Context: an optimization exercise on an open-source flow, tuned for small area, a short achievable clock period and few clock cycles. The choices shown serve that exercise and are no tape-out recipe.
In this exercise RTL edits were held to simulation tests only and were not proved equivalent to the original.
Power figures rest on the tool's default switching activity, not on a simulated workload.

`flow/flow/run.sh`:
```
#!/bin/bash
# Layout: the standard flow (standard.sh) with its unchanged synthesis and
# the design's SDC. The setup repair steps are asked to keep a larger slack
# margin, so that they work on paths well below the design's clock period.
# Ports are buffered (as the standard flow does) with buf_4 cells.
set -euo pipefail
bash standard.sh SETUP_SLACK_MARGIN=10 TNS_END_PERCENT=0 \
  "BUFFER_PORTS_ARGS=-buffer_cell sky130_fd_sc_hd__buf_4" finish > flow_make.log 2>&1
```
`flow/standard.sh`:
```
#!/bin/bash
# synth_recipe.tcl (not shown) runs the flow's synth.tcl, then flattens the netlist and writes it again
# the make line also repeats each setting of config.mk as NAME=value (left out here)
make -C /OpenROAD-flow-scripts/flow DESIGN_CONFIG=/design/flow/config.mk WORK_HOME=/design/flow/orfs CLKGATE_MAP_FILE= SYNTH_SCRIPT=/design/flow/synth_recipe.tcl "${@:-finish}"
```
`flow/config.mk`:
```
export PLATFORM = sky130hd
export DESIGN_NAME = RISC_processor
export DESIGN_NICKNAME = RISC_processor
export VERILOG_FILES = /design/flow/design.v
export SDC_FILE = /design/flow/constraint.sdc
export NUM_CORES = 4
export LEC_CHECK = 0
export ABC_CLOCK_PERIOD_IN_PS = 4000
export CAP_MARGIN = 20
export CORE_MARGIN = 2
export CORE_UTILIZATION = 40
export SLEW_MARGIN = 20
export SYNTH_HIERARCHICAL = 1
```
`flow/constraint.sdc`:
```
create_clock -name core_clock -period 14.0 [get_ports {clk}]
set_input_delay 2.8000 -clock core_clock [delete_from_list [all_inputs] [get_ports {clk}]]
set_output_delay 2.8000 -clock core_clock [all_outputs]
set_load 0.01 [all_outputs]
```
`flow/design.v`:
```
module RISC_processor(
    input clk,
    input Reset,
    output [31:0] PC,
    input [31:0] InstructionCode,
    output RegWriteEn,
    output [4:0] RegWriteNum,
    output [31:0] RegWriteData
    );
reg [29:0] pc_q;
always @(posedge clk or negedge Reset)
    if (!Reset) pc_q <= 30'd0;
    else        pc_q <= pc_q + 30'd1;
assign PC = {pc_q, 2'b00};
wire [31:0] ins = InstructionCode;
wire [5:0] op  = ins[31:26];
wire [4:0] rd  = ins[25:21];
wire [4:0] rs1 = ins[20:16];
wire [4:0] rs2 = ins[15:11];
wire [4:0] sh  = ins[10:6];
wire [5:0] fn  = ins[5:0];
wire is_r  = (op == 6'b000000);
wire is_li = (op == 6'b111111);
wire f_sll = is_r && (fn == 6'b000000);
wire f_srl = is_r && (fn == 6'b000010);
wire f_and = is_r && (fn == 6'b100100);
wire f_or  = is_r && (fn == 6'b100101);
wire f_sub = is_r && (fn == 6'b100010);
wire use_rs2 = is_r && fn[5];
wire [31:0] imm   = {{10{ins[21]}}, ins[21:0]};
wire [31:0] shamt = {{27{sh[4]}}, sh};
reg        e_we;                         
reg [4:0]  e_rd;
reg [31:0] e_an, e_bn;                   
reg        e_fa, e_fb;                   
reg        e_add, e_sub, e_and, e_or, e_sll, e_srl, e_li;
reg [3:0]  e_sh;
reg        w_we;
reg [4:0]  w_rd;
reg [31:0] w_data;
localparam [14*32-1:0] INITS = {
    32'd15, 32'd10, 32'd30, 32'd0, 32'd30, 32'd20, 32'd5,
    32'd50, 32'd15, 32'd10, 32'd10, 32'd40, 32'd20, 32'd0};
wire [31:0]   res;
wire [1023:0] rf_q;
wire [31:0]   wsel;
reg  [13:0]   dflt;
genvar gi, gb;
generate
for (gi = 0; gi < 32; gi = gi + 1) begin : R
    reg  [31:0] q;
    wire [31:0] d;
    assign wsel[gi] = e_we && (e_rd == gi);
    wire nsel = !wsel[gi];
    for (gb = 0; gb < 32; gb = gb + 1) begin : B
        rf_hold u(.q(q[gb]), .w(res[gb]), .en(wsel[gi]), .nen(nsel), .d(d[gb]));
    end
    always @(posedge clk)
        q <= d;
    assign rf_q[gi*32 +: 32] = q;
end
endgenerate
always @(posedge clk or negedge Reset)
    if (!Reset) dflt <= 14'h3fff;
    else        dflt <= dflt & ~wsel[13:0];
wire [31:0] s1, s2;       
wire [13:0] c1, c2;       
generate
for (gi = 0; gi < 32; gi = gi + 1) begin : S
    wire h1 = (rs1 == gi);
    wire h2 = use_rs2  && (rs2 == gi);
    if (gi < 14) begin : D
        assign s1[gi] = h1 && !dflt[gi];
        assign s2[gi] = h2 && !dflt[gi];
        assign c1[gi] = h1 && dflt[gi];
        assign c2[gi] = h2 && dflt[gi];
    end else begin : N
        assign s1[gi] = h1;
        assign s2[gi] = h2;
    end
end
endgenerate
wire [31:0] bconst = (is_li ? imm : 32'd0) | ((is_r && !fn[5]) ? shamt : 32'd0);
wire [31:0] rf_an, rf_bn;
generate
for (gb = 0; gb < 32; gb = gb + 1) begin : P
    wire [31:0] col;
    wire [13:0] cm;
    for (gi = 0; gi < 32; gi = gi + 1) begin : C
        assign col[gi] = rf_q[gi*32 + gb];
        if (gi < 14) begin : I
            assign cm[gi] = INITS[gi*32 + gb];
        end
    end
    rf_rdbit ua(.s(s1), .d(col), .cn(!(|(c1 & cm))), .yn(rf_an[gb]));
    rf_rdbit ub(.s(s2), .d(col), .cn(!((|(c2 & cm)) | bconst[gb])), .yn(rf_bn[gb]));
end
endgenerate
always @(posedge clk or negedge Reset)
    if (!Reset) e_we <= 1'b0;
    else        e_we <= is_r || is_li;
always @(posedge clk) begin
    e_rd  <= rd;
    e_sh  <= sh[3:0];
    e_an  <= rf_an;
    e_bn  <= rf_bn;
    e_fa  <= e_we && !is_li && (e_rd == rs1);
    e_fb  <= e_we && use_rs2 && (e_rd == rs2);
    e_sub <= f_sub;
    e_and <= f_and;
    e_or  <= f_or;
    e_sll <= f_sll && !sh[4];
    e_srl <= f_srl && !sh[4];
    e_li  <= is_li;
    e_add <= !(f_sll || f_srl || f_and || f_or || is_li);
end
wire [31:0] a = e_fa ? w_data : ~e_an;
wire [31:0] b = e_fb ? w_data : ~e_bn;
wire [31:0] sum;
alu_add32 add(.a(e_sub ? ~a : a), .b(b), .s(sum));
function [31:0] rev32(input [31:0] x);
    integer r;
    for (r = 0; r < 32; r = r + 1) rev32[r] = x[31 - r];
endfunction
wire [31:0] shx = (e_sll ? rev32(a) : a) >> e_sh;
wire [31:0] shl = rev32(shx);
wire [31:0] shr = shx;
wire [31:0] rest = ({32{e_and}} & (a & b))
                 | ({32{e_or }} & (a | b))
                 | ({32{e_sll}} & shl)
                 | ({32{e_srl}} & shr)
                 | ({32{e_li }} & b);
wire e_pos = e_add && !e_sub;
genvar gr;
generate
for (gr = 0; gr < 32; gr = gr + 1) begin : RS
    alu_res u(.sum(sum[gr]), .pos(e_pos), .neg(e_sub), .rest(rest[gr]), .y(res[gr]));
end
endgenerate
always @(posedge clk or negedge Reset)
    if (!Reset) w_we <= 1'b0;
    else        w_we <= e_we;
always @(posedge clk) begin
    w_rd   <= e_rd;
    w_data <= res;
end
assign RegWriteEn   = w_we;
assign RegWriteNum  = w_rd;
assign RegWriteData = w_data;
endmodule
module rf_hold(input q, input w, input en, input nen, output d);
assign d = (q & nen) | (w & en);
endmodule
module rf_aoi222(input a1, input b1, input a2, input b2, input a3, input b3, output y);
assign y = ~((a1 & b1) | (a2 & b2) | (a3 & b3));
endmodule
module rf_aoi22(input a1, input b1, input a2, input b2, output y);
assign y = ~((a1 & b1) | (a2 & b2));
endmodule
module rf_rdbit(input [31:0] s, input [31:0] d, input cn, output yn);
wire [10:0] g;
genvar j;
generate
for (j = 0; j < 10; j = j + 1) begin : G
    rf_aoi222 u(.a1(s[3*j]), .b1(d[3*j]), .a2(s[3*j+1]), .b2(d[3*j+1]),
                .a3(s[3*j+2]), .b3(d[3*j+2]), .y(g[j]));
end
endgenerate
rf_aoi22 u10(.a1(s[30]), .b1(d[30]), .a2(s[31]), .b2(d[31]), .y(g[10]));
assign yn = (&g) & cn;
endmodule
module alu_res(input sum, input pos, input neg, input rest, output y);
assign y = (sum & pos) | (!sum & neg) | rest;
endmodule
module alu_pg(input a, input b, output p, output g);
assign p = a ^ b;
assign g = a & b;
endmodule
module alu_ao(input g1, input t1, input g0, output g);
assign g = g1 | (t1 & g0);
endmodule
module alu_aa(input t1, input t0, output t);
assign t = t1 & t0;
endmodule
module alu_xor(input a, input b, output y);
assign y = a ^ b;
endmodule
module alu_add32(input [31:0] a, input [31:0] b, output [31:0] s);
wire [31:0] p, g0;
wire [31:0] gl [0:5];
wire [31:0] tl [0:5];
genvar l, i;
generate
for (i = 0; i < 32; i = i + 1) begin : PG
    alu_pg u(.a(a[i]), .b(b[i]), .p(p[i]), .g(g0[i]));
end
assign gl[0] = g0;
assign tl[0] = p;
for (l = 0; l < 5; l = l + 1) begin : L
    for (i = 0; i < 32; i = i + 1) begin : B
        if (i & (1 << l)) begin : C
            alu_ao ug(.g1(gl[l][i]), .t1(tl[l][i]), .g0(gl[l][((i >> l) << l) - 1]), .g(gl[l+1][i]));
            if ((i >> (l + 1)) != 0) begin : T
                alu_aa ut(.t1(tl[l][i]), .t0(tl[l][((i >> l) << l) - 1]), .t(tl[l+1][i]));
            end else begin : NT
                assign tl[l+1][i] = 1'b0;
            end
        end else begin : P
            assign gl[l+1][i] = gl[l][i];
            assign tl[l+1][i] = tl[l][i];
        end
    end
end
assign s[0] = p[0];
for (i = 1; i < 32; i = i + 1) begin : S
    alu_xor x(.a(p[i]), .b(gl[5][i-1]), .y(s[i]));
end
endgenerate
endmodule
```
==> qor.yml, run 1 <==
outcome: "complete, no violations"
path_buf_inv: 3
seq_power_share_pct: 46.3
synth_area_per_cell_um2: 11.38
crit_path_end_kind: "flip-flop"
timing_worst_setup_path_type: "in2reg"
synth_seq_cells: 1189
vias: 51820
setup_violations: 0
hold_violations: 0
synth_ff_type: "dfxtp_1"
routed_wirelength_um: 263300
drtPass1Iterations: 14
port_buffers: 101
antenna_left: 0
cp.depth: 8
dp_hpwl_um: 154400
mostFrequentLayoutCells: "dfxtp_1, a22o_1, a222oi_1"
finalPower_mw: 7.734
critPathMaxStageDelay_ns: 0.58
final_common_cell: "dfxtp_1"
grt_pass1_vias: 48150
required_ns: 14.62
h-tree-depth: 4
ios: 104
layout_worst_path_cycle_share_pct: 32.93
numCtsBuffers: 132
ys_async_sr_fraction_pct: 3.869
irDropWorstVdd_uv: 137.1
drt_iter0_markers: 11500
cts_tree: "done"
synth_warnings: 8
coreArea_um2: 129000
dieArea_um2: 132400
worst_pin_slew_ns: 1.102
finalSetupTns_ns: 0
synth_cell_types: 75
cts.clk_slew.worst_paths_ns: 0.06
drive_gt1_share_pct: 20.23
utilization_pct: 49.29
crit_path_max_fanout: 12
clock_latency_ns: 0.80
mappedNetlistArea_um2: 51800
path_cells: "buf_6 -> or2_4 -> buf_4 -> nor3_4 -> buf_12 -> a222oi_1 -> nand4_1 -> nor3_4"
p_per_area_nw_per_um2: 121.6
fin_nets: 5101
fin_worst_skew_ns: 0.04646
swShare_pct: 24.94
die_y_um: 363.9
r2r_cells: 17
cp.arrival_ns: 5.23
gp_congestion: 0.9922
crit_path_frequent_cell: "nor3_4"
grt_overflow: 0
max_cap_viol_count: 0
rows: 132
p_clk_share_pct: 47.3
clk_path_buf_depth: 3
p_comb_share_pct: 6.4
antenna_found_initial: 6
cp-start-kind: "input port"
relSlewSlack_pct: 26.53
slowest_stage: "nand4_1"
p_sw_mw: 1.929
p_int_mw: 5.805
leakagePower_nw: 24.27
max_freq_mhz: 216.9
grt_max_degree: 66
layout_min_cycle_time_ns: 4.610
yosysSeqAreaShare_pct: 46.43
drc_errors: 0
root_buffer: "clkbuf_16"
track_usage_pct: 38.23
cp_top_family: "simple AND/OR/NAND/NOR gates"
cts.sinks: 1189
drv_slew: 0
syn_inst: 4551
holdPathStages: 0
grt_pass1_wl_um: 366100
rsz0062_at_grt: "true"
avgViaCountPerCell: 7.524
synth_edf_count: 0
hold_class: "reg2reg"
initial_core_util_pct: 40.16
avgRoutedWirePerCell_um: 38.23
synthToLayoutAreaGrowth_pct: 22.73
fillCellCount: 11600
fp.dieW_um: 363.9
per-stage QoR:
stage | setup slack, ns | hold WS, ns | area [um2] | cells
5_1_grt | 9.551 | 0.4508 | 63560 | 6879
4_1_cts | 9.733 | 0.4331 | 63350 | 6867
3_5_place_dp | 7.901 | 0.4241 | 56300 | 6487
3_3_place_gp | 7.988 | 0.4286 | 56280 | 6486
2_1_floorplan | 8.915 | 0.3708 | 52280 | 4577
6_report | 9.390 | 0.4361 | 63580 | 6887
power groups by stage:
stage / Clock (mW) / Sequential, mW / Combinational [mW]
detailed placement: 0 / 3.64 / 0.440
CTS: 3.65 / 3.57 / 0.472
floorplan: 0 / 3.61 / 0.259
finish: 3.66 / 3.58 / 0.497
global placement: 0 / 3.64 / 0.439
global route: 3.80 / 3.58 / 0.507
per-layer routing:
metal / vias up / global-route usage (%) / share of wire (%)
met5: - / 0.1816 / 0.17
met4: 6 / 26.48 / 8.2
met3: 1037 / 13.91 / 15
met2: 4484 / 53.93 / 40
met1: 25390 / 48.27 / 36
li1: 20900 / - / -
per-module statistics from Yosys, one instance, submodules excluded:
module,times used,flip-flops and latches,cells inside,area [um2]
rf_rdbit,64,0,4,28.78
alu_res,32,0,2,15.01
alu_ao,75,0,1,7.507
alu_add32,1,0,1,7.507
alu_pg,32,0,1,12.51
rf_hold,1024,0,1,8.758
rf_aoi22,64,0,1,12.51
alu_aa,45,0,1,6.256
RISC_processor,1,1189,2319,31780
rf_aoi222,640,0,1,10.01
alu_xor,31,0,1,8.758
sequential cells by signal (all words and copies together) (netlist names), 4 cells and up:
signal  count
R.q      1024
w_rd        5
e_bn       32
e_rd        5
dflt       14
e_an       32
w_data     32
e_sh        4
pc_q       30
area by class of cell:
class	instances	area, um2	share of cell area [%]
antenna	8	20.02	0.03149
clock buffer	186	3811	5.995
clock inverter	51	663.1	1.043
inverter	115	444.2	0.6986
multi-input combinational	3207	28330	44.55
sequential	1189	24090	37.89
tap	1742	2180	3.428
timing repair buffer	389	4041	6.357
repair_timing:
item,CTS,global route
setup buffers,109,10
cloned,34,0
hold buffers,0,0
endpoints found under the setup margin,1182,982
pin swaps,92,8
gates resized for setup,225,13
worst reg2reg max path, delay by kind of cell (launching register included):
family	cells	cell delay (ns)
buffers and inverters	5	1.03
AND/OR/NAND/NOR	1	0.08
multiplexers	1	0.47
adder cells (fa/ha/maj)	1	0.38
flip-flops	1	0.39
XOR/XNOR	2	0.34
AO/OA/AOI/OAI	7	1.54
final timing paths:
| kind | from | end | slack, ns |
|---|---|---|---|
| worst max-delay path | InstructionCode[19] | e_an[20] | 9.39 |
| worst min-delay path | e_rd[4] | w_rd[4] | 0.44 |
| worst max register to register | e_fa | R[12].q[28] | 9.66 |
| worst min register to register | e_rd[4] | w_rd[4] | 0.44 |
| max in group asynchronous | Reset | w_we | 11.44 |
| min in group asynchronous | Reset | pc_q[10] | 2.09 |
kinds of logic after synthesis:
family	after synthesis	share of synthesized area, %
buf+inv	204	1.650
simple gates	747	8.268
flops	1189	46.43
fa+ha+maj	33	0.7971
compound gates	2070	36.02
other cells	2	0.01450
mux	205	5.120
xor+xnor	101	1.708
synth_stat cells (10+ instances only):
cell	number	share of area [%]
dfxtp_1	1143	44
a22o_1	1028	17
a222oi_1	643	12
nand4_1	202	2.4
nor2_1	126	0.91
mux2i_1	112	2.2
inv_1	111	0.80
nand2_1	100	0.72
a21o_1	75	1.1
a22oi_2	64	1.5
nor3_2	64	1.2
xor2_1	60	1.0
and2_1	59	0.71
clkbuf_1	56	0.41
a21oi_1	53	0.51
o21ai_0	53	0.51
mux2_2	49	1.1
nor2b_1	44	0.53
mux4_2	43	1.9
xnor2_1	41	0.69
nor3_1	39	0.38
nand2b_1	36	0.43
a211o_1	35	0.59
ha_1	33	0.80
nand3_1	33	0.32
dfrtp_1	32	1.5
o221ai_1	20	0.34
a221oi_1	18	0.30
dfstp_2	14	0.71
o21a_1	14	0.20
and3_1	11	0.13
buf_1	11	0.080
o22ai_1	10	0.12
Testbench counts, summed over its fixed seeds: cycles 64,064.
==> run 2: changes to the inputs <==
--- a/flow/config.mk
+++ b/flow/config.mk
@@ -8,6 +8,10 @@
 export ABC_CLOCK_PERIOD_IN_PS = 4000
 export CAP_MARGIN = 20
+export CELL_PAD_IN_SITES_DETAIL_PLACEMENT = 1
+export CELL_PAD_IN_SITES_GLOBAL_PLACEMENT = 1
 export CORE_MARGIN = 2
-export CORE_UTILIZATION = 40
+export CORE_UTILIZATION = 35
+export CTS_BUF_LIST = sky130_fd_sc_hd__clkbuf_4 sky130_fd_sc_hd__clkbuf_8
+export PLACE_DENSITY = 0.45
 export SLEW_MARGIN = 20
 export SYNTH_HIERARCHICAL = 1
==> run 2 against run 1 <==
Still clean. Via count rose by 0.39%. Non-clock buffer count fell by 51. Power fell by 0.85%. Flip-flop and latch count did not move. Utilization fell by 6.6 points. Clock skew rose by 0.038 ns. Routed wire length rose by 18%. Critical endpoint is now e_bn[23]. Highest routed layer unchanged.
==> qor.yml, run 2 <==
outcome: "complete, no violations"
cts.sinks: 1189  # unchanged
yosysSeqAreaShare_pct: 46.43  # unchanged
ys_async_sr_fraction_pct: 3.869  # unchanged
crit_path_max_fanout: 32  # +20
largest_register_ffs: 1024  # unchanged
initial_core_util_pct: 35.17  # -5.0 points
hold_class: "reg2reg"
die_y_um: 388.7  # +6.8%
avgViaCountPerCell: 7.284  # -3.2%
gp_congestion: 0.9746  # -1.8%
synth_most_common_cell: "dfxtp_1"
synth_area_per_cell_um2: 11.38  # unchanged
synth_top_cell_by_area: "dfxtp_1"
h-tree-depth: 4  # unchanged
drv_slew: 0  # unchanged
layout_worst_path_cycle_share_pct: 33.31  # +0.38 points
postCtsHoldBufs: 0  # unchanged
synth_ff_type: "dfxtp_1"
worst_pin_slew_ns: 1.233  # +0.1311 ns
dpl_cell_area_um2: 56800  # +0.88%
drive_gt1_share_pct: 22.34  # +2.1 points
dp_hpwl_um: 189700  # +23%
ios: 104  # unchanged
clock_latency_ns: 0.95  # +0.15 ns
layout_min_cycle_time_ns: 4.664  # +0.05375 ns
fp.dieW_um: 388.7  # +6.8%
path_cells: "buf_4 -> or2_4 -> nor2_1 -> nand2_4 -> buf_4 -> nor3_4 -> buf_12 -> a222oi_1 -> nand4_1 -> nor3_2"
grt_overflow: 0  # unchanged
cp.arrival_ns: 5.50  # +0.27 ns
fillCellCount: 15700  # +35%
syn_inst: 4551  # unchanged
port_buffers: 101  # unchanged
finalSetupTns_ns: 0  # unchanged
cts.clk_slew.worst_paths_ns: 0.06  # about the same
cp.depth: 10  # +2
max_cap_viol_count: 0  # unchanged
relSlewSlack_pct: 17.29  # -9.2 points
dieArea_um2: 151100  # +14%
required_ns: 14.83  # +0.21 ns
numCtsBuffers: 210  # +59%
mostFrequentLayoutCells: "dfxtp_1, a22o_1, a222oi_1"
root_buffer: "clkbuf_8"
rows: 141  # +6.8%
synth_area_leaders: "dfxtp_1, a22o_1, a222oi_1"
hold_violations: 0  # unchanged
avgRoutedWirePerCell_um: 43.44  # +14%
synth_cell_types: 75  # unchanged
critPathMaxStageDelay_ns: 0.90  # +0.32 ns
synth_warnings: 8  # unchanged
design_area_um2: 62850  # -1.1%
synthToLayoutAreaGrowth_pct: 21.32
drtPass1Iterations: 11  # -3
r2r_cells: 13  # -4
timing_worst_setup_path_type: "in2reg"
crit_path_end_kind: "flip-flop"
antenna_found_initial: 15  # +9
path_buf_inv: 3  # unchanged
clk_path_buf_depth: 3  # unchanged
fin_worst_skew_ns: 0.08442  # +0.03796 ns
mappedNetlistArea_um2: 51800  # unchanged
regMostFlops: "R.q"
ys_top_cells_by_count: "dfxtp_1, a22o_1, a222oi_1"
drt_iter0_markers: 9637  # -16%
drc_errors: 0  # unchanged
setup_violations: 0  # unchanged
antenna_left: 0  # unchanged
yosys.area.top_type_share_pct: 44.17  # unchanged
grt_max_degree: 52  # -21%
grt_pass1_vias: 50180  # +4.2%
crit_path_frequent_cell: "buf_4"
holdPathStages: 1  # +1
rsz0062_at_grt: "true"
fin_nets: 5108  # +0.14%
irDropWorstVdd_uv: 82.05  # -40%
cp_top_family: "simple AND/OR/NAND/NOR gates"
p_per_area_nw_per_um2: 122.0  # +0.30%
leakagePower_nw: 24.05  # -0.93%
track_usage_pct: 39.26  # +1.0 points
cts_tree: "done"
cp-start-kind: "input port"
final_common_cell: "dfxtp_1"
utilization_pct: 42.66  # -6.6 points
synth_edf_count: 0  # unchanged
vias: 52020  # +0.39%
slowest_stage: "nand4_1"
coreArea_um2: 147300  # +14%
synth_seq_cells: 1189  # unchanged
routed_wirelength_um: 310300  # +18%
grt_pass1_wl_um: 420900  # +15%
finalPower_mw: 7.668  # -0.85%
rrSetupSlack_ns: 9.48  # -0.18 ns
max_freq_mhz: 214.4  # -1.2%
==> run 2: timing repair <==
item                                     CTS  global route
pin swaps                                 24            21
gates cloned                               4             4
gates resized for setup                  178            54
setup buffers                             38             7
endpoints found under the setup margin  1188          1123
==> run 2: cell families (layout without fill, tap and decap cells) <==
logic type,after synthesis,after routing,share of synthesized area (%)
xor gates and xnor gates,101,101,1.708
muxes,205,205,5.120
and+or+nand+nor,747,747,8.268
DFF,1189,1189,46.43
other,2,34,0.01450
AOI/OAI and AO/OA,2070,2073,36.02
buffers and inverters,204,830,1.650
adders and majority gates,33,33,0.7971
==> run 2: report_power, final <==
group | internal, mW | total, mW | switching, mW
combinational | 0.177 | 0.534 | 0.356
clock | 1.95 | 3.55 | 1.60
sequential | 3.48 | 3.59 | 0.106
==> run 2: cell type report <==
| cell class | instances | area [um2] | area share (%) |
|---|---|---|---|
| inverter | 115 | 436.7 | 0.6948 |
| clock buffer | 338 | 4252 | 6.765 |
| antenna | 6 | 15.01 | 0.02389 |
| multi-input combinational | 3187 | 28210 | 44.89 |
| clock inverter | 39 | 326.6 | 0.5196 |
| sequential | 1189 | 24090 | 38.33 |
| tap | 1930 | 2415 | 3.842 |
| timing repair buffer | 338 | 3105 | 4.941 |
==> run 2: per-layer routing <==
layer | vias to the layer above | part of all wire [%] | global-route usage (%)
met5 | - | 0.017 | 0
met4 | 10 | 6.4 | 21.90
met3 | 708 | 11 | 10.08
met2 | 3394 | 41 | 56.95
met1 | 26990 | 41 | 52.85
li1 | 20920 | - | -
==> run 2: metrics by stage <==
step | worst slack (ns) | hold WS [ns] | cells
2_1_floorplan | 8.915 | 0.3708 | 4577
3_3_place_gp | 7.794 | 0.4611 | 6706
3_5_place_dp | 7.809 | 0.4727 | 6706
4_1_cts | 9.509 | 0.4815 | 7125
5_1_grt | 9.414 | 0.5045 | 7138
6_report | 9.336 | 0.4770 | 7142
==> run 2: final timing paths <==
kind | endpoint | startpoint
min in group asynchronous | pc_q[21] | Reset
hold reg to reg | pc_q[29] | pc_q[29]
setup / recovery | e_bn[23] | InstructionCode[12]
max in group asynchronous | e_we | Reset
hold / removal | pc_q[29] | pc_q[29]
setup reg to reg | R[15].q[17] | e_fb
==> run 2: Yosys stat by module (local to each module, per instance) <==
module	flops+latches	copies in the design	cells	cell area (um2)
rf_rdbit	0	64	4	28.78
alu_pg	0	32	1	12.51
RISC_processor	1189	1	2319	31780
alu_res	0	32	2	15.01
alu_ao	0	75	1	7.507
rf_aoi22	0	64	1	12.51
alu_add32	0	1	1	7.507
alu_aa	0	45	1	6.256
alu_xor	0	31	1	8.758
rf_hold	0	1024	1	8.758
rf_aoi222	0	640	1	10.01
==> run 2: worst register-to-register path: stages, from the launching register on <==
cell and delay (ns):
dfxtp_2 0.32, buf_6 0.43, mux2i_1 0.88, ha_1 0.43
and2_1 0.17, a21o_1 0.25, a21o_1 0.19, a21o_4 0.27
a21o_1 0.20, xor2_1 0.20, nor2b_1 0.07, a211o_2 0.28
buf_4 0.34, a22o_1 0.40
==> run 3: changes to the inputs <==
--- a/flow/config.mk
+++ b/flow/config.mk
@@ -12,5 +12,7 @@
 export CORE_MARGIN = 2
 export CORE_UTILIZATION = 35
-export CTS_BUF_LIST = sky130_fd_sc_hd__clkbuf_4 sky130_fd_sc_hd__clkbuf_8
+export CTS_BUF_LIST = sky130_fd_sc_hd__clkbuf_16
+export CTS_CLUSTER_DIAMETER = 60
+export CTS_CLUSTER_SIZE = 20
 export PLACE_DENSITY = 0.45
 export SLEW_MARGIN = 20
==> run 3 against run 2 <==
Hold slack about the same. Cell area shrank 1.1%. Critical endpoint is now e_an[8]. Final cell count decreased by 2.2%. Power is 1.5% lower. Critical path type unchanged. Non-clock buffer count fell by 9. Clock power decreased by 3%. Area after synthesis stayed put. Largest cell class unchanged. Setup slack got worse by 0.16 ns. Still clean on timing, DRC and antenna. Synthesized cell count unchanged. Flip-flop and latch count unchanged. Sequential share of layout area is 0.37 points higher. First-iteration DRC count is 5.3% lower.
==> qor.yml, run 3 <==
drtPass1Iterations: 12  # +1
r2r_cells: 10  # -3
synth_seq_cells: 1189  # unchanged
max_freq_mhz: 207.4  # -3.3%
multiInputGateArea_um2: 28040  # -0.59%
grt_overflow: 0  # unchanged
synthToLayoutAreaGrowth_pct: 20.03
cts.clk_slew.worst_paths_ns: 0.07  # about the same
drc_errors: 0  # unchanged
drv_slew: 0  # unchanged
clk_path_buf_depth: 3  # unchanged
hold_violations: 0  # unchanged
synth_warnings: 8  # unchanged
cp.arrival_ns: 5.44  # -0.06 ns
final_common_cell: "dfxtp_1"
dieArea_um2: 151100  # unchanged
syn_inst: 4551  # unchanged
mappedNetlistArea_um2: 51800  # unchanged
dp_hpwl_um: 189700  # unchanged
postCtsHoldBufs: 0  # unchanged
yosysSeqAreaShare_pct: 46.43  # unchanged
layout_worst_path_cycle_share_pct: 34.44  # +1.1 points
grt_pass1_wl_um: 416500  # -1.0%
rsz0062_at_grt: "true"
hold_class: "reg2reg"
synth_ff_type: "dfxtp_1"
fp.dieW_um: 388.7  # unchanged
ys_top_cells_by_count: "dfxtp_1, a22o_1, a222oi_1"
cts.sinks: 1189  # unchanged
track_usage_pct: 38.81  # -0.45 points
ios: 104  # unchanged
port_buffers: 101  # unchanged
relSlewSlack_pct: 20.25  # +3.0 points
synth_cell_types: 75  # unchanged
root_buffer: "clkbuf_16"
rrSetupSlack_ns: 9.38  # -0.10 ns
setup_violations: 0  # unchanged
path_cells: "buf_4 -> nand2b_4 -> nor2_4 -> buf_6 -> a222oi_1 -> nand4_1 -> nor3_4"
synth_top_cell_by_area: "dfxtp_1"
cp-start-kind: "input port"
p_per_area_nw_per_um2: 121.5  # -0.44%
gp_congestion: 0.9746  # unchanged
ys_async_sr_fraction_pct: 3.869  # unchanged
outcome: "complete, no violations"
rows: 141  # unchanged
die_y_um: 388.7  # unchanged
cts_tree: "done"
synth_edf_count: 0  # unchanged
crit_path_end_kind: "flip-flop"
coreArea_um2: 147300  # unchanged
largest_register_ffs: 1024  # unchanged
required_ns: 14.61  # -0.22 ns
grt_max_degree: 52  # unchanged
slowest_stage: "nand4_1"
critPathMaxStageDelay_ns: 0.82  # -0.08 ns
numCtsBuffers: 118  # -44%
grt_pass1_vias: 49120  # -2.1%
avgRoutedWirePerCell_um: 43.62  # +0.41%
fin_hold_ws_ns: 0.4774  # +0.0004610 ns
finalSetupTns_ns: 0  # unchanged
synth_most_common_cell: "dfxtp_1"
fin_worst_skew_ns: 0.08029  # -0.004132 ns
h-tree-depth: 3  # -1
holdPathStages: 1  # unchanged
drive_gt1_share_pct: 19.10  # -3.2 points
crit_path_max_fanout: 32  # unchanged
synth_area_leaders: "dfxtp_1, a22o_1, a222oi_1"
fillCellCount: 15600  # -0.62%
fin_nets: 5004  # -2.0%
max_cap_viol_count: 0  # unchanged
avgViaCountPerCell: 7.352  # +0.94%
vias: 51350  # -1.3%
antenna_found_initial: 18  # +3
regMostFlops: "R.q"
clock_latency_ns: 0.80  # -0.15 ns
yosys.area.top_type_share_pct: 44.17  # unchanged
synth_area_per_cell_um2: 11.38  # unchanged
drt_iter0_markers: 9126  # -5.3%
timing_worst_setup_path_type: "in2reg"
routed_wirelength_um: 304700  # -1.8%
irDropWorstVdd_uv: 112.8  # +37%
initial_core_util_pct: 35.17  # unchanged
antenna_left: 0  # unchanged
ff_latch_area_um2: 24060  # -0.11%
mostFrequentLayoutCells: "dfxtp_1, a22o_1, a222oi_1"
worst_pin_slew_ns: 1.196  # -0.03695 ns
leakagePower_nw: 23.55  # -2.1%
layout_min_cycle_time_ns: 4.822  # +0.1581 ns
## run 3: cell types whose count changed in the layout (fill, tap and decap cells not counted), moves of 13 or more
cell	change
clkbuf_16	+117
clkbuf_4	-64
clkbuf_8	-273
clkinv_2	-20
clkinv_8	+13
dfxtp_1	+20
dfxtp_2	-19
inv_6	+28
inv_8	+16
## run 3: repair_timing
action	4_1_cts	5_1_grt
pin swaps	26	28
resized for setup	129	62
setup buffers	31	6
gates cloned	3	1
endpoints found under the setup margin	1187	1183
hold endpoints to repair	0	0
## run 3: cells by family after synthesis
family	Yosys count	share of synthesized area, %
buffers and inverters	204	1.650
adder cells (fa/ha/maj)	33	0.7971
flip-flops	1189	46.43
AND/OR/NAND/NOR	747	8.268
multiplexers	205	5.120
AO/OA/AOI/OAI	2070	36.02
other	2	0.01450
XOR/XNOR	101	1.708
## run 3: through the flow
stage	worst slack [ns]	util (%)	cell area, um2	cells	power, mW
finish	9.178	42.21	62180	6984	7.553
global route	9.226	42.19	62160	6974	7.739
CTS	9.282	41.97	61830	6966	7.563
detailed placement	7.809	38.56	56800	6706	4.142
global placement	7.794	38.55	56790	6706	4.138
floorplan	8.915	-	52280	4577	3.869
## run 3: final cells by class
type / instances / share of cell area, %
Sequential cell: 1189 / 38.69
Multi-Input combinational cell: 3184 / 45.10
Tap cell: 1930 / 3.883
Timing Repair Buffer: 329 / 4.879
Antenna cell: 11 / 0.04427
Clock inverter: 108 / 1.950
Inverter: 115 / 0.7022
Clock buffer: 118 / 4.749
## run 3: layer usage
metal  up-vias  global-route usage (%)  routed length (um)
li1      20700                       -                   -
met2      3199                   56.64              126600
met3       672                   9.917               33120
met4        16                   21.00               18830
met1     26760                   52.24              126000
met5         -                       0                 107
## run 3: worst paths after layout
path,startpoint,to
max in group asynchronous,Reset,w_we
worst max-delay path,InstructionCode[18],e_an[8]
worst max register to register,e_sll,R[18].q[11]
min in group asynchronous,Reset,pc_q[23]
worst min register to register,pc_q[29],pc_q[29]
worst min-delay path,pc_q[29],pc_q[29]
## run 3: Yosys stat by module, one instance, submodules excluded
module | cell area, um2 | flops+latches | times used | cells
RISC_processor | 31780 | 1189 | 1 | 2319
rf_rdbit | 28.78 | 0 | 64 | 4
alu_res | 15.01 | 0 | 32 | 2
alu_pg | 12.51 | 0 | 32 | 1
rf_aoi22 | 12.51 | 0 | 64 | 1
rf_aoi222 | 10.01 | 0 | 640 | 1
alu_xor | 8.758 | 0 | 31 | 1
rf_hold | 8.758 | 0 | 1024 | 1
alu_add32 | 7.507 | 0 | 1 | 1
alu_ao | 7.507 | 0 | 75 | 1
alu_aa | 6.256 | 0 | 45 | 1
## run 3: report_power, final
group          switching [mW]  internal, mW
clock network            1.71          1.74
registers               0.105          3.47
logic                   0.349         0.172
total                    2.17          5.39
## run 3: critical path, delay by kind of cell
kind,cells,cell delay (ns)
compound gates,1,0.52
buf+inv,2,0.44
simple gates,4,1.61
==> run 4: changes to the inputs <==
--- a/flow/design.v
+++ b/flow/design.v
@@ -13,5 +13,12 @@
     else        pc_q <= pc_q + 30'd1;
 assign PC = {pc_q, 2'b00};
-wire [31:0] ins = InstructionCode;
+reg        d_v;                          
+reg [31:0] ir;
+always @(posedge clk or negedge Reset)
+    if (!Reset) d_v <= 1'b0;
+    else        d_v <= 1'b1;
+always @(posedge clk)
+    ir <= InstructionCode;
+wire [31:0] ins = ir;
 wire [5:0] op  = ins[31:26];
 wire [4:0] rd  = ins[25:21];
@@ -39,4 +46,5 @@
 reg [4:0]  w_rd;
 reg [31:0] w_data;
+reg [31:0] f_data;                       
 localparam [14*32-1:0] INITS = {
     32'd15, 32'd10, 32'd30, 32'd0, 32'd30, 32'd20, 32'd5,
@@ -99,5 +107,5 @@
 always @(posedge clk or negedge Reset)
     if (!Reset) e_we <= 1'b0;
-    else        e_we <= is_r || is_li;
+    else        e_we <= d_v && (is_r || is_li);
 always @(posedge clk) begin
     e_rd  <= rd;
@@ -115,6 +123,6 @@
     e_add <= !(f_sll || f_srl || f_and || f_or || is_li);
 end
-wire [31:0] a = e_fa ? w_data : ~e_an;
-wire [31:0] b = e_fb ? w_data : ~e_bn;
+wire [31:0] a = e_fa ? f_data : ~e_an;
+wire [31:0] b = e_fb ? f_data : ~e_bn;
 wire [31:0] sum;
 alu_add32 add(.a(e_sub ? ~a : a), .b(b), .s(sum));
@@ -144,4 +152,5 @@
     w_rd   <= e_rd;
     w_data <= res;
+    f_data <= res;
 end
 assign RegWriteEn   = w_we;
--- a/flow/config.mk
+++ b/flow/config.mk
@@ -12,7 +12,4 @@
 export CORE_MARGIN = 2
 export CORE_UTILIZATION = 35
-export CTS_BUF_LIST = sky130_fd_sc_hd__clkbuf_16
-export CTS_CLUSTER_DIAMETER = 60
-export CTS_CLUSTER_SIZE = 20
 export PLACE_DENSITY = 0.45
 export SLEW_MARGIN = 20
==> run 4 against run 3 <==
Still clean. Count of clock-buffer cells in the layout grew 105. Non-clock buffer count is 15 lower. Sequential power increased by 1%. Final cell count up 0.63%. Global-route usage is 1.5 points lower. First-iteration DRC count down 3.3%. Register-to-register slack improved by 0.36 ns. Combinational power shrank 8.0%. Sequential share of layout area grew 0.61 points. Synthesized cell count grew 0.29%. Utilization increased by 0.44 points. Hold slack lost 0.15 ns. Critical path type is now reg2reg. Critical endpoint is now e_bn[3]. Largest power group is now clock.
==> qor.yml, run 4 <==
outcome: "complete, no violations"
path_buf_inv: 1  # -1
drt_iter0_markers: 8822  # -3.3%
hold_violations: 0  # unchanged
path_cells: "nand2b_1 -> or4_1 -> nor3_2 -> buf_4 -> a222oi_1 -> nand4_1 -> nor3_2"
post-place-ws_ns: 8.924  # +1.115 ns
grt_overflow: 0  # unchanged
grt_max_degree: 66  # +27%
cts_tree: "done"
synth_area_leaders: "dfxtp_1, a22o_1, a222oi_1"
ys_top_cells_by_count: "dfxtp_1, a22o_1, a222oi_1"
clock_latency_ns: 0.79  # about the same
leakagePower_nw: 24.14  # +2.5%
cp-start-kind: "flip-flop"
mostFrequentLayoutCells: "dfxtp_1, a22o_1, a222oi_1"
antenna_found_initial: 20  # +2
coreArea_um2: 148000  # +0.48%
critPathMaxStageDelay_ns: 0.86  # +0.04 ns
yosys.area.top_type_share_pct: 45.02  # +0.85 points
layout_worst_path_cycle_share_pct: 30.41  # -4.0 points
vias: 51950  # +1.2%
synth_simple_gate_area_share_pct: 8.037  # -0.23 points
fin_hold_ws_ns: 0.3235  # -0.1539 ns
cts.clk_slew.worst_paths_ns: 0.06  # about the same
gp_congestion: 0.9300  # -4.6%
avgViaCountPerCell: 7.392  # +0.54%
routed_wirelength_um: 307700  # +0.99%
initial_core_util_pct: 35.30  # +0.13 points
worst_pin_slew_ns: 1.215  # +0.01839 ns
numCtsBuffers: 142  # +20%
synth_warnings: 8  # unchanged
fin_worst_skew_ns: 0.02944  # -0.05085 ns
drtPass1Iterations: 13  # +1
finalSetupTns_ns: 0  # unchanged
postCtsHoldBufs: 0  # unchanged
drc_errors: 0  # unchanged
root_buffer: "clkbuf_16"
regMostFlops: "R.q"
crit_path_end_kind: "flip-flop"
synth_most_common_cell: "dfxtp_1"
synth_cell_types: 84  # +12%
cp_top_family: "simple AND/OR/NAND/NOR gates"
utilization_pct: 42.65  # +0.44 points
synthToLayoutAreaGrowth_pct: 20.83
required_ns: 14.64  # +0.03 ns
port_buffers: 101  # unchanged
synthAdderAreaFrac_pct: 0.7903  # -0.0068 points
slowest_stage: "dfxtp_1"
antenna_left: 0  # unchanged
p_per_area_nw_per_um2: 126.7  # +4.3%
synth_top_cell_by_area: "dfxtp_1"
swShare_pct: 25.42  # -3.3 points
ys_async_sr_fraction_pct: 3.846  # -0.023 points
cp.arrival_ns: 4.89  # -0.55 ns
synth_area_per_cell_um2: 11.45  # +0.57%
drive_gt1_share_pct: 18.93  # -0.16 points
seq_power_share_pct: 45.3  # -2.1 points
p_sw_mw: 2.033  # -6.2%
h-tree-depth: 4  # +1
setup_violations: 0  # unchanged
crit_path_max_fanout: 32  # unchanged
crit_path_frequent_cell: "nor3_2"
synth_edf_count: 0  # unchanged
syn_inst: 4564  # +0.29%
p_comb_share_pct: 6.0  # -0.9 points
synth_compound_area_share_pct: 35.85  # -0.17 points
layout_setup_ws_ns: 9.743  # +0.5648 ns
synth_xor_area_share_pct: 1.693  # -0.014 points
track_usage_pct: 37.26  # -1.5 points
mappedNetlistArea_um2: 52250  # +0.86%
avgRoutedWirePerCell_um: 43.78  # +0.36%
layout_min_cycle_time_ns: 4.257  # -0.5648 ns
irDropWorstVdd_uv: 119.8  # +6.2%
timing_worst_setup_path_type: "reg2reg"
final_common_cell: "dfxtp_1"
hold_class: "reg2reg"
fp.dieW_um: 390.4  # +0.42%
die_y_um: 390.4  # +0.42%
ios: 104  # unchanged
p_int_mw: 5.964  # +11%
rrSetupSlack_ns: 9.74  # +0.36 ns
relSlewSlack_pct: 18.93  # -1.3 points
rsz0062_at_grt: "true"
grt_pass1_wl_um: 404400  # -2.9%
synth_top_family_by_area: "compound AO/OA/AOI/OAI gates"
cts.sinks: 1222  # +2.8%
largest_register_ffs: 1024  # unchanged
fin_nets: 5041  # +0.74%
synth_seq_cells: 1222  # +2.8%
rows: 141  # unchanged
grt_pass1_vias: 49790  # +1.4%
drv_slew: 0  # unchanged
dieArea_um2: 152400  # +0.85%
synth_mux_area_share_pct: 4.636  # -0.48 points
max_cap_viol_count: 0  # unchanged
max_freq_mhz: 234.9  # +13%
synth_ff_type: "dfxtp_1"
p_clk_share_pct: 48.7  # +3.0 points
yosysSeqAreaShare_pct: 47.31  # +0.88 points
clk_path_buf_depth: 3  # unchanged
dp_hpwl_um: 176700  # -6.9%
## run 4: cell count changes in the layout (fill, tap and decap cells not counted), moves of 19 or more
cell       previous run  this run
a211o_4               4        30
buf_4               259       281
buf_6                36        17
clkbuf_1              0        37
clkbuf_16           119       150
clkbuf_8              3        37
inv_6                30         4
inv_8                20         1
mux2_2               49        29
nor3_2               61        90
nor3_4               27         2
## run 4: final timing paths
| kind | cells past startpoint | startpoint | end |
|---|---|---|---|
| max in group asynchronous | 1 | Reset | pc_q[23] |
| min in group asynchronous | 1 | Reset | pc_q[19] |
| worst min register to register | 0 | ir[24] | e_rd[3] |
| worst min-delay path | 0 | ir[24] | e_rd[3] |
| worst max register to register | 7 | ir[11] | e_bn[3] |
| worst max-delay path | 7 | ir[11] | e_bn[3] |
## run 4: area by class of cell
class	instances	area (um2)
Antenna cell	6	15.01
Clock inverter	39	460.4
Fill cell	15700	84890
Clock buffer	223	4377
Timing Repair Buffer	314	2634
Sequential cell	1222	24810
Inverter	117	469.2
Tap cell	1930	2415
Multi-Input combinational cell	3176	27940
Timing Repair inverter	1	11.26
## run 4: timing repair
item	4_1_cts	5_1_grt
cloned	0	16
setup endpoints to repair	1145	1034
setup buffers	14	31
gates resized for setup	95	72
pin swaps	1	21
## run 4: stage by stage
stage / area, um2 / cells / total power [mW]
2_1_floorplan: 52420 / 4591 / 3.875
3_3_place_gp: 56910 / 6699 / 4.094
3_5_place_dp: 56910 / 6699 / 4.097
4_1_cts: 62170 / 6975 / 7.954
5_1_grt: 63110 / 7022 / 8.184
6_report: 63130 / 7028 / 7.997
## run 4: layer usage
metal	wire, um	up-vias	share of wire [%]	GRT usage [%]
li1	-	20810	-	-
met1	122300	26980	40	48.35
met2	133500	3327	43	57.12
met3	33470	816	11	9.516
met4	18360	16	6.0	18.97
met5	100	-	0.033	0
## run 4: kinds of logic after synthesis
group	count (synthesis)
other	2
muxes	189
DFF	1222
AOI/OAI and AO/OA	2090
xor gates and xnor gates	101
adders and majority gates	33
and+or+nand+nor	720
buffers and inverters	207
## run 4: power groups by stage
stage	sequential [mW]	combinational [mW]	clock, mW
after floorplan	3.66	0.219	0
after global placement	3.69	0.400	0
after detailed placement	3.69	0.402	0
after CTS	3.62	0.416	3.92
after global routing	3.62	0.488	4.07
final	3.62	0.480	3.90
## run 4: per-module statistics from Yosys (local to each module, per instance)
module,area (um2),copies in the design,cells,flip-flops and latches
alu_add32,7.507,1,1,0
alu_ao,7.507,75,1,0
alu_xor,8.758,31,1,0
rf_rdbit,28.78,64,4,0
rf_aoi222,10.01,640,1,0
alu_aa,6.256,45,1,0
alu_pg,12.51,32,1,0
rf_hold,8.758,1024,1,0
alu_res,15.01,32,2,0
RISC_processor,32220,1,2332,1222
rf_aoi22,12.51,64,1,0
Testbench counts of run 4, summed over its fixed seeds: cycles 64,096.
==> run 5: changes to the inputs <==
--- a/flow/design.v
+++ b/flow/design.v
@@ -40,5 +40,4 @@
 reg [4:0]  e_rd;
 reg [31:0] e_an, e_bn;                   
-reg        e_fa, e_fb;                   
 reg        e_add, e_sub, e_and, e_or, e_sll, e_srl, e_li;
 reg [3:0]  e_sh;
@@ -46,5 +45,4 @@
 reg [4:0]  w_rd;
 reg [31:0] w_data;
-reg [31:0] f_data;                       
 localparam [14*32-1:0] INITS = {
     32'd15, 32'd10, 32'd30, 32'd0, 32'd30, 32'd20, 32'd5,
@@ -111,8 +109,6 @@
     e_rd  <= rd;
     e_sh  <= sh[3:0];
-    e_an  <= rf_an;
-    e_bn  <= rf_bn;
-    e_fa  <= e_we && !is_li && (e_rd == rs1);
-    e_fb  <= e_we && use_rs2 && (e_rd == rs2);
+    e_an  <= (e_we && (e_rd == rs1)) ? ~res : rf_an;
+    e_bn  <= (e_we && use_rs2 && (e_rd == rs2)) ? ~res : rf_bn;
     e_sub <= f_sub;
     e_and <= f_and;
@@ -123,6 +119,6 @@
     e_add <= !(f_sll || f_srl || f_and || f_or || is_li);
 end
-wire [31:0] a = e_fa ? f_data : ~e_an;
-wire [31:0] b = e_fb ? f_data : ~e_bn;
+wire [31:0] a = ~e_an;
+wire [31:0] b = ~e_bn;
 wire [31:0] sum;
 alu_add32 add(.a(e_sub ? ~a : a), .b(b), .s(sum));
@@ -152,5 +148,4 @@
     w_rd   <= e_rd;
     w_data <= res;
-    f_data <= res;
 end
 assign RegWriteEn   = w_we;
==> run 5 against run 4 <==
Count of clock-buffer cells in the layout shrank 7. Fmax increased by 0.20%. Via count fell by 1.9%. Non-clock buffer count fell by 33. Global-route usage is 1.2 points higher.
==> qor.yml, run 5 <==
fillCellCount: 15660  # -0.27%
layout_worst_path_cycle_share_pct: 30.35  # -0.059 points
fin_worst_skew_ns: 0.04087  # +0.01143 ns
numCtsBuffers: 143  # +0.70%
cp.arrival_ns: 4.74  # -0.15 ns
max_freq_mhz: 235.4  # +0.20%
h-tree-depth: 4  # unchanged
drv_slew: 0  # unchanged
finalSetupTns_ns: 0  # unchanged
drive_gt1_share_pct: 17.06  # -1.9 points
synth_area_per_cell_um2: 11.34  # -0.97%
antenna_left: 0  # unchanged
synthToLayoutAreaGrowth_pct: 19.03
antenna_found_initial: 19  # -5.0%
synth_ff_type: "dfxtp_1"
final_common_cell: "dfxtp_1"
cts_tree: "done"
synth_top_cell_by_area: "dfxtp_1"
path_buf_inv: 3  # +2
yosysSeqAreaShare_pct: 47.91  # +0.60 points
p_clk_share_pct: 49.4  # +0.7 points
synth_edf_count: 0  # unchanged
avgViaCountPerCell: 7.352  # -0.54%
dieArea_um2: 150200  # -1.4%
rows: 140  # -0.71%
coreArea_um2: 145900  # -1.4%
path_cells: "buf_4 -> inv_1 -> nor2_1 -> nand2_1 -> nor2_4 -> buf_4 -> a222oi_1 -> nand4_1 -> nor3_2 -> nand2_1 -> o21ai_1"
post-place-ws_ns: 9.328  # +0.4043 ns
setup_violations: 0  # unchanged
die_y_um: 387.6  # -0.71%
fin_nets: 4964  # -1.5%
hold_class: "reg2reg"
p_sw_mw: 1.987  # -2.3%
dpl_cell_area_um2: 56200  # -1.3%
synth_seq_cells: 1220  # -0.16%
synth_warnings: 8  # unchanged
p_int_mw: 5.933  # -0.52%
routed_wirelength_um: 302800  # -1.6%
drc_errors: 0  # unchanged
postCtsHoldBufs: 0  # unchanged
cp_top_family: "simple AND/OR/NAND/NOR gates"
layout_setup_ws_ns: 9.751  # +0.008320 ns
timing_worst_setup_path_type: "reg2reg"
max_cap_viol_count: 0  # unchanged
grt_pass1_vias: 49150  # -1.3%
synth_area_leaders: "dfxtp_1, a22o_1, a222oi_1"
layout_min_cycle_time_ns: 4.249  # -0.008320 ns
cp-start-kind: "flip-flop"
slowest_stage: "nor2_4"
critPathMaxStageDelay_ns: 0.67  # -0.19 ns
grt_overflow: 0  # unchanged
gp_congestion: 0.9261  # -0.42%
regMostFlops: "R.q"
required_ns: 14.49  # -0.15 ns
design_area_um2: 61310  # -2.9%
drtPass1Iterations: 11  # -2
crit_path_max_fanout: 20  # -38%
synth_cell_types: 79  # -6.0%
syn_inst: 4543  # -0.46%
rsz0062_at_grt: "true"
finalPower_mw: 7.920  # -0.96%
crit_path_end_kind: "flip-flop"
drt_iter0_markers: 8698  # -1.4%
cts.sinks: 1220  # -0.16%
leakagePower_nw: 23.92  # -0.89%
ys_top_cells_by_count: "dfxtp_1, a22o_1, a222oi_1"
worst_pin_slew_ns: 1.142  # -0.07320 ns
hold_violations: 0  # unchanged
irDropWorstVdd_uv: 120.7  # +0.74%
outcome: "complete, no violations"
mappedNetlistArea_um2: 51500  # -1.4%
relSlewSlack_pct: 23.82  # +4.9 points
swShare_pct: 25.09  # -0.34 points
root_buffer: "clkbuf_16"
grt_pass1_wl_um: 412200  # +1.9%
cts.clk_slew.worst_paths_ns: 0.06  # about the same
clock_latency_ns: 0.79  # about the same
port_buffers: 101  # unchanged
multiInputGateArea_um2: 26810  # -4.0%
vias: 50960  # -1.9%
yosys.area.top_type_share_pct: 45.59  # +0.57 points
fp.dieW_um: 387.6  # -0.71%
seq_power_share_pct: 45.5  # +0.2 points
p_per_area_nw_per_um2: 129.2  # +2.0%
track_usage_pct: 38.51  # +1.2 points
p_comb_share_pct: 5.1  # -0.9 points
largest_register_ffs: 1024  # unchanged
synth_most_common_cell: "dfxtp_1"
dp_hpwl_um: 180400  # +2.1%
initial_core_util_pct: 35.30  # about the same
ff_latch_area_um2: 24690  # -0.49%
grt_max_degree: 66  # unchanged
ios: 104  # unchanged
ys_async_sr_fraction_pct: 3.852  # +0.0063 points
clk_path_buf_depth: 3  # unchanged
mostFrequentLayoutCells: "dfxtp_1, a22o_1, a222oi_1"
avgRoutedWirePerCell_um: 43.69  # -0.19%
==> run 5: per-stage QoR <==
stage               hold slack [ns]  instances  utilization [%]
detailed placement           0.3150       6665            38.51
floorplan                    0.3096       4570                -
CTS                          0.3364       6922            41.88
finish                       0.3259       6931            42.01
global placement             0.3146       6665            38.51
global route                 0.3442       6923            42.00
==> run 5: final cells by class <==
cell class,instances,share of cell area [%]
timing repair buffer,281,3.492
sequential,1220,40.27
tap,1917,3.912
multi-input combinational,3141,43.74
clock buffer,216,7.045
clock inverter,38,0.8286
inverter,110,0.6796
antenna,8,0.03266
==> run 5: worst paths after layout <==
| path | startpoint | endpoint | slack (ns) | cells past startpoint |
|---|---|---|---|---|
| worst max register to register | ir[19] | e_an[1] | 9.75 | 11 |
| worst min-delay path | ir[22] | e_rd[1] | 0.33 | 0 |
| max in group asynchronous | Reset | pc_q[22] | 11.35 | 1 |
| worst max-delay path | ir[19] | e_an[1] | 9.75 | 11 |
| min in group asynchronous | Reset | pc_q[9] | 2.10 | 1 |
| worst min register to register | ir[22] | e_rd[1] | 0.33 | 0 |
==> run 5: cells by family (layout without fill, tap and decap cells) <==
family,Yosys count,after routing,synth area share (%)
AOI/OAI and AO/OA,2116,2117,36.62
DFF,1220,1220,47.91
and+or+nand+nor,756,756,8.398
buffers and inverters,210,645,1.713
muxes,104,104,2.808
xor gates and xnor gates,102,102,1.735
adders and majority gates,33,33,0.8017
other,2,37,0.01458
==> run 5: layer usage <==
metal / GRT usage, % / wire (um)
met5: 0 / 46
met4: 17.83 / 16220
met3: 9.671 / 31940
met2: 56.83 / 127100
met1: 52.57 / 127600
==> run 5: power groups by stage <==
stage	sequential (mW)	clock (mW)	combinational (mW)
floorplan	3.64	0	0.208
detailed placement	3.67	0	0.382
CTS	3.60	3.94	0.386
finish	3.60	3.91	0.404
global placement	3.67	0	0.380
global route	3.61	4.08	0.413
==> run 5: what timing repair did <==
action	4_1_cts	5_1_grt
setup endpoints to repair	953	818
pin swaps	3	2
gates resized for setup	11	30
endpoints found under the hold margin	0	0
cloned	0	1
setup buffers	3	0
==> run 5: Yosys stat by module (local to each module, per instance) <==
module          times used  flip-flops and latches
rf_rdbit                64                       0
RISC_processor           1                    1220
rf_aoi222              640                       0
alu_pg                  32                       0
rf_aoi22                64                       0
rf_hold               1024                       0
alu_res                 32                       0
alu_add32                1                       0
alu_aa                  45                       0
alu_xor                 31                       0
alu_ao                  75                       0
Testbench counts of run 5, summed over its fixed seeds: cycles 64,096.
==> run 6: changes to the inputs <==
--- a/flow/config.mk
+++ b/flow/config.mk
@@ -12,4 +12,7 @@
 export CORE_MARGIN = 2
 export CORE_UTILIZATION = 35
+export CTS_BUF_LIST = sky130_fd_sc_hd__clkbuf_16
+export CTS_CLUSTER_DIAMETER = 60
+export CTS_CLUSTER_SIZE = 20
 export PLACE_DENSITY = 0.45
 export SLEW_MARGIN = 20
==> run 6 against run 5 <==
First-iteration DRC count down 5.5%. Critical path type unchanged. Die area is the same. Highest routed layer unchanged. Via count is 0.27% higher. Global-route usage about the same. Combinational power about the same.
==> qor.yml, run 6 <==
outcome: "complete, no violations"
synthAdderAreaFrac_pct: 0.8017  # unchanged
avgViaCountPerCell: 7.364  # +0.17%
worst_pin_slew_ns: 1.163  # +0.02145 ns
synth_seq_cells: 1220  # unchanged
layout_min_cycle_time_ns: 4.263  # +0.01430 ns
cp_top_family: "compound AO/OA/AOI/OAI gates"
path_buf_inv: 1  # -2
cts.clk_slew.worst_paths_ns: 0.07  # about the same
leakagePower_nw: 23.89  # -0.12%
synth_area_leaders: "dfxtp_1, a22o_1, a222oi_1"
fin_hold_ws_ns: 0.3267  # +0.0008660 ns
finalPower_mw: 7.699  # -2.8%
irDropWorstVdd_uv: 92.94  # -23%
timing_worst_setup_path_type: "reg2reg"
required_ns: 14.58  # +0.09 ns
synth_ff_type: "dfxtp_1"
dieArea_um2: 150200  # unchanged
clk_path_buf_depth: 3  # unchanged
finalSetupTns_ns: 0  # unchanged
hold_class: "reg2reg"
die_y_um: 387.6  # unchanged
numCtsBuffers: 130  # -9.1%
synth_edf_count: 0  # unchanged
vias: 51090  # +0.27%
rows: 140  # unchanged
drive_gt1_share_pct: 17.63  # +0.57 points
layout_setup_ws_ns: 9.737  # -0.01430 ns
final_common_cell: "dfxtp_1"
dpl_cell_area_um2: 56200  # unchanged
reg2reg_from: "e_sh[0]"
antenna_cells: 0  # -8
holdPathStages: 0  # unchanged
drtPass1Iterations: 11  # unchanged
root_buffer: "clkbuf_16"
layout_worst_path_cycle_share_pct: 30.45  # +0.10 points
mostFrequentLayoutCells: "dfxtp_1, a22o_1, a222oi_1"
grt_overflow: 0  # unchanged
syn_inst: 4543  # unchanged
worstHoldStart: "ir[22]"
slowest_stage: "dfxtp_4"
ios: 104  # unchanged
synth_cell_types: 79  # unchanged
critPathMaxStageDelay_ns: 0.62  # -0.05 ns
setup_violations: 0  # unchanged
cp-start-kind: "flip-flop"
synth_mux_area_share_pct: 2.808  # unchanged
placed_cells: 6665  # unchanged
h-tree-depth: 4  # unchanged
dp_hpwl_um: 180400  # unchanged
yosys.area.top_type_share_pct: 45.59  # unchanged
max_freq_mhz: 234.6  # -0.34%
synth_most_common_cell: "dfxtp_1"
utilization_pct: 41.91  # -0.10 points
max_cap_viol_count: 0  # unchanged
drc_errors: 0  # unchanged
synth_compound_area_share_pct: 36.62  # unchanged
antenna_left: 0  # unchanged
synthToLayoutAreaGrowth_pct: 18.74
synth_top_cell_by_area: "dfxtp_1"
avgRoutedWirePerCell_um: 43.46  # -0.54%
synth_simple_gate_area_share_pct: 8.398  # unchanged
fp.dieW_um: 387.6  # unchanged
synth_warnings: 8  # unchanged
antenna_found_initial: 17  # -2
gp_congestion: 0.9261  # unchanged
port_buffers: 101  # unchanged
post-place-ws_ns: 9.328  # unchanged
p_per_area_nw_per_um2: 125.9  # -2.6%
rrSetupSlack_ns: 9.74  # about the same
crit_path_max_fanout: 47  # +140%
cp.arrival_ns: 4.84  # +0.10 ns
initial_core_util_pct: 35.30  # unchanged
cts_tree: "done"
r2r_cells: 8  # -3
drt_iter0_markers: 8216  # -5.5%
largest_register_ffs: 1024  # unchanged
fin_nets: 4982  # +0.36%
synth_top_family_by_area: "compound AO/OA/AOI/OAI gates"
synth_area_per_cell_um2: 11.34  # unchanged
fin_worst_skew_ns: 0.04671  # +0.005843 ns
synth_xor_area_share_pct: 1.735  # unchanged
crit_path_end_kind: "flip-flop"
worstReg2RegEnd: "e_an[31]"
mappedNetlistArea_um2: 51500  # unchanged
rsz0062_at_grt: "true"
hold_violations: 0  # unchanged
final_cells: 6938  # +0.10%
track_usage_pct: 38.47  # -0.041 points
grt_max_degree: 66  # unchanged
ys_top_cells_by_count: "dfxtp_1, a22o_1, a222oi_1"
regMostFlops: "R.q"
grt_pass1_wl_um: 411600  # -0.16%
postCtsHoldBufs: 0  # unchanged
ys_async_sr_fraction_pct: 3.852  # unchanged
coreArea_um2: 145900  # unchanged
routed_wirelength_um: 301500  # -0.44%
whs_endpoint: "e_rd[1]"
relSlewSlack_pct: 22.05  # -1.8 points
grt_pass1_vias: 49270  # +0.26%
drv_slew: 0  # unchanged
clock_latency_ns: 0.80  # about the same
cts.sinks: 1220  # unchanged
yosysSeqAreaShare_pct: 47.91  # unchanged
path_cells: "buf_6 -> mux2_2 -> mux4_2 -> a22oi_1 -> o311ai_1 -> o221ai_1 -> a211o_4 -> o21ai_0"
design_area_um2: 61150  # -0.24%
run 6: layout make-up:
class                   instances  area, um2
inverters                     110      416.7
clock inverters               108       1222
clock buffers                 130       3253
fillers                     15700      84760
multi-input cells            3140      26770
flip-flops and latches       1220      24700
repair buffers                313       2396
well taps                    1917       2399
run 6: cells by family after synthesis:
kind of cell	count (synthesis)
multiplexers	104
AND/OR/NAND/NOR	756
AO/OA/AOI/OAI	2116
adder cells (fa/ha/maj)	33
XOR/XNOR	102
other	2
flip-flops	1220
buffers and inverters	210
run 6: what timing repair did:
item                                    CTS  global route
buffers inserted                         21            13
pin swaps                                 3             4
endpoints found under the setup margin  901           804
gates resized for setup                  21            24
run 6: worst max-delay path by stage:
stage / from / endpoint / slack, ns / cells after the start
6_report: e_sh[0] / e_an[31] / 9.74 / 8
2_1_floorplan: e_sub / R[12].q[19] / 10.02 / 13
5_1_grt: pc_q[0] / PC[2] / 9.78 / 1
3_3_place_gp: e_sub / e_an[31] / 9.37 / 11
3_5_place_dp: e_sub / e_an[31] / 9.33 / 11
4_1_cts: pc_q[9] / PC[11] / 9.76 / 1
run 6: power by group:
| part | switching (mW) | total, mW | internal (mW) |
|---|---|---|---|
| Sequential | 0.0700 | 3.60 | 3.53 |
| Combinational | 0.282 | 0.401 | 0.119 |
| Clock | 1.71 | 3.70 | 1.99 |
run 6: metal layers:
metal  part of all wire (%)  vias up  GRT usage (%)
li1                       -    20530              -
met3                     11      699          10.00
met1                     42    26680          52.04
met4                    5.3       12          17.92
met2                     42     3174          57.03
met5                  0.024        -              0
run 6: Yosys stat by module (local to each module, per instance), a selection:
module / copies in the design / cells inside / cell area (um2)
alu_aa: 45 / 1 / 6.256
rf_rdbit: 64 / 4 / 28.78
alu_pg: 32 / 1 / 12.51
alu_ao: 75 / 1 / 7.507
rf_hold: 1024 / 1 / 8.758
rf_aoi222: 640 / 1 / 10.01
alu_xor: 31 / 1 / 8.758
alu_res: 32 / 2 / 15.01
alu_add32: 1 / 1 / 7.507
==> run 7: changes to the inputs <==
--- a/flow/design.v
+++ b/flow/design.v
@@ -40,4 +40,5 @@
 reg [4:0]  e_rd;
 reg [31:0] e_an, e_bn;                   
+reg [3:0]  e_fa, e_fb;                   
 reg        e_add, e_sub, e_and, e_or, e_sll, e_srl, e_li;
 reg [3:0]  e_sh;
@@ -45,4 +46,5 @@
 reg [4:0]  w_rd;
 reg [31:0] w_data;
+reg [31:0] f_data;                       
 localparam [14*32-1:0] INITS = {
     32'd15, 32'd10, 32'd30, 32'd0, 32'd30, 32'd20, 32'd5,
@@ -109,6 +111,8 @@
     e_rd  <= rd;
     e_sh  <= sh[3:0];
-    e_an  <= (e_we && (e_rd == rs1)) ? ~res : rf_an;
-    e_bn  <= (e_we && use_rs2 && (e_rd == rs2)) ? ~res : rf_bn;
+    e_an  <= rf_an;
+    e_bn  <= rf_bn;
+    e_fa  <= {4{e_we && !is_li && (e_rd == rs1)}};
+    e_fb  <= {4{e_we && use_rs2 && (e_rd == rs2)}};
     e_sub <= f_sub;
     e_and <= f_and;
@@ -119,6 +123,8 @@
     e_add <= !(f_sll || f_srl || f_and || f_or || is_li);
 end
-wire [31:0] a = ~e_an;
-wire [31:0] b = ~e_bn;
+wire [31:0] fa = {{8{e_fa[3]}}, {8{e_fa[2]}}, {8{e_fa[1]}}, {8{e_fa[0]}}};
+wire [31:0] fb = {{8{e_fb[3]}}, {8{e_fb[2]}}, {8{e_fb[1]}}, {8{e_fb[0]}}};
+wire [31:0] a = (fa & f_data) | (~fa & ~e_an);
+wire [31:0] b = (fb & f_data) | (~fb & ~e_bn);
 wire [31:0] sum;
 alu_add32 add(.a(e_sub ? ~a : a), .b(b), .s(sum));
@@ -148,4 +154,5 @@
     w_rd   <= e_rd;
     w_data <= res;
+    f_data <= res;
 end
 assign RegWriteEn   = w_we;
==> flow/flow/run.sh (replaced) <==
#!/bin/bash
# Layout: the standard flow (standard.sh) with its unchanged synthesis and
# the design's SDC. The setup repair steps are asked to keep a larger slack
# margin, so that they work on paths well below the design's clock period,
# and to repair every endpoint within it. Ports are buffered (as the standard
# flow does) with buf_4 cells.
set -euo pipefail
bash standard.sh SETUP_SLACK_MARGIN=9.7 TNS_END_PERCENT=100 \
  "BUFFER_PORTS_ARGS=-buffer_cell sky130_fd_sc_hd__buf_4" finish > flow_make.log 2>&1
==> run 7 against run 6 <==
Register-to-register slack lost 0.18 ns. Clock power is essentially flat. Routed wire length shrank 0.53%. Critical path depth shrank 1. Sequential share of layout area shrank 0.32 points. Area after synthesis grew 0.96%. Hold slack gained 0.0039 ns. Highest routed layer unchanged.
==> qor.yml, run 7 <==
outcome: "complete, no violations"
fin_worst_skew_ns: 0.04676  # +0.00004270 ns
synth_seq_cells: 1222  # +0.16%
antenna_found_initial: 28  # +11
yosys.area.top_type_share_pct: 45.24  # -0.36 points
fillCellCount: 15760  # +0.41%
clock_latency_ns: 0.80  # about the same
relSlewSlack_pct: 23.07  # +1.0 points
avgRoutedWirePerCell_um: 43.00  # -1.0%
r2r_cells: 7  # -1
h-tree-depth: 4  # unchanged
drv_slew: 0  # unchanged
port_buffers: 101  # unchanged
finalPower_mw: 7.753  # +0.70%
synth_edf_count: 0  # unchanged
layout_min_cycle_time_ns: 4.445  # +0.1824 ns
mostFrequentLayoutCells: "dfxtp_1, a22o_1, a222oi_1"
yosysSeqAreaShare_pct: 47.53  # -0.38 points
grt_max_degree: 51  # -23%
placed_cells: 6719  # +0.81%
regMostFlops: "R.q"
finalSetupTns_ns: 0  # unchanged
syn_inst: 4545  # +0.044%
drtPass1Iterations: 12  # +1
worst_pin_slew_ns: 1.150  # -0.01315 ns
avgViaCountPerCell: 7.260  # -1.4%
final_cells: 6974  # +0.52%
synthToLayoutAreaGrowth_pct: 18.75  # about the same
hold_violations: 0  # unchanged
ys_async_sr_fraction_pct: 3.846  # -0.0063 points
routed_wirelength_um: 299900  # -0.53%
utilization_pct: 41.82  # -0.095 points
numCtsBuffers: 130  # unchanged
antenna_left: 0  # unchanged
run 7: cell count changes after synthesis, moves of 22 or more:
cell,change
o21ai_0,+26
nand2_1,-50
mux2_2,+29
xor2_1,+22
mux2i_1,+47
xnor2_1,-23
o221ai_1,-22
o21ai_1,-33
run 7: worst paths after layout:
path / startpoint / slack [ns] / end
setup / recovery: ir[20] / 9.55 / e_an[15]
hold / removal: ir[24] / 0.33 / e_rd[3]
setup reg to reg: ir[20] / 9.55 / e_an[15]
hold reg to reg: ir[24] / 0.33 / e_rd[3]
max in group asynchronous: Reset / 11.46 / e_we
min in group asynchronous: Reset / 2.06 / pc_q[29]
run 7: Yosys stat by module, one instance, submodules excluded:
| module | copies in the design | flops+latches | cells inside |
|---|---|---|---|
| rf_hold | 1024 | 0 | 1 |
| rf_rdbit | 64 | 0 | 4 |
| alu_res | 32 | 0 | 2 |
| alu_pg | 32 | 0 | 1 |
| alu_ao | 75 | 0 | 1 |
| RISC_processor | 1 | 1222 | 2313 |
| alu_add32 | 1 | 0 | 1 |
| rf_aoi22 | 64 | 0 | 1 |
| rf_aoi222 | 640 | 0 | 1 |
| alu_xor | 31 | 0 | 1 |
| alu_aa | 45 | 0 | 1 |
run 7: cell type report:
class	instances	area [um2]	share of cell area [%]
Antenna cell	8	20.02	0.03242
Clock buffer	134	3353	5.431
Clock inverter	105	1129	1.828
Inverter	113	440.4	0.7133
Multi-Input combinational cell	3156	27230	44.10
Sequential cell	1222	24740	40.06
Tap cell	1930	2415	3.911
Timing Repair Buffer	306	2421	3.921
run 7: through the flow:
step	worst slack [ns]	hold slack, ns	cell area (um2)
after floorplan	9.734	0.3096	52100
after global placement	8.349	0.3109	56870
after detailed placement	8.293	0.3175	56870
after CTS	9.623	0.3350	61560
after global routing	9.706	0.3363	61730
final	9.555	0.3306	61750
run 7: timing repair:
item	CTS	global route
setup buffers	1	6
cloned	1	0
pin swaps	0	2
setup endpoints to repair	995	509
resized for setup	41	31
run 7: cells by family (layout without fill, tap and decap cells):
group / count (synthesis) / in the layout / share of synthesized area, %
AO/OA/AOI/OAI: 2106 / 2106 / 36.12
multiplexers: 183 / 183 / 4.444
AND/OR/NAND/NOR: 704 / 704 / 7.823
XOR/XNOR: 101 / 101 / 1.701
buffers and inverters: 194 / 658 / 1.574
other: 2 / 37 / 0.01444
flip-flops: 1222 / 1222 / 47.53
adder cells (fa/ha/maj): 33 / 33 / 0.7941
run 7: metal layers:
layer / global-route usage, % / wire length [um]
met4: 20.72 / 18000
met5: 0 / 57
met2: 57.19 / 129100
met3: 9.048 / 29770
met1: 50.38 / 123000
run 7: worst max-delay path, cell delays in order (launching register included):
cell and delay, ns:
dfxtp_1 0.72, nand2b_1 0.51, or2_2 0.36, nor3_2 0.06, buf_4 0.31, a222oi_1 0.43, nand4_1 0.83, nor3_2 0.97
run 7: power by group through the flow:
stage	Sequential [mW]	Combinational [mW]	Clock [mW]
global placement	3.68	0.416	0
CTS	3.60	0.421	3.75
finish	3.61	0.435	3.71
global route	3.61	0.447	3.90
floorplan	3.65	0.205	0
detailed placement	3.68	0.417	0
Testbench counts of run 7, summed over its fixed seeds: cycles 64,096.

Re-timed with assumed drivers on the ports (clkbuf_16 on the clock, buf_2 on other inputs), run 7 has 9.555 ns of setup slack against 9.555 ns with ideal ports, and 9.555 ns once port delays also move by the mid clock arrival of 0.859 ns.
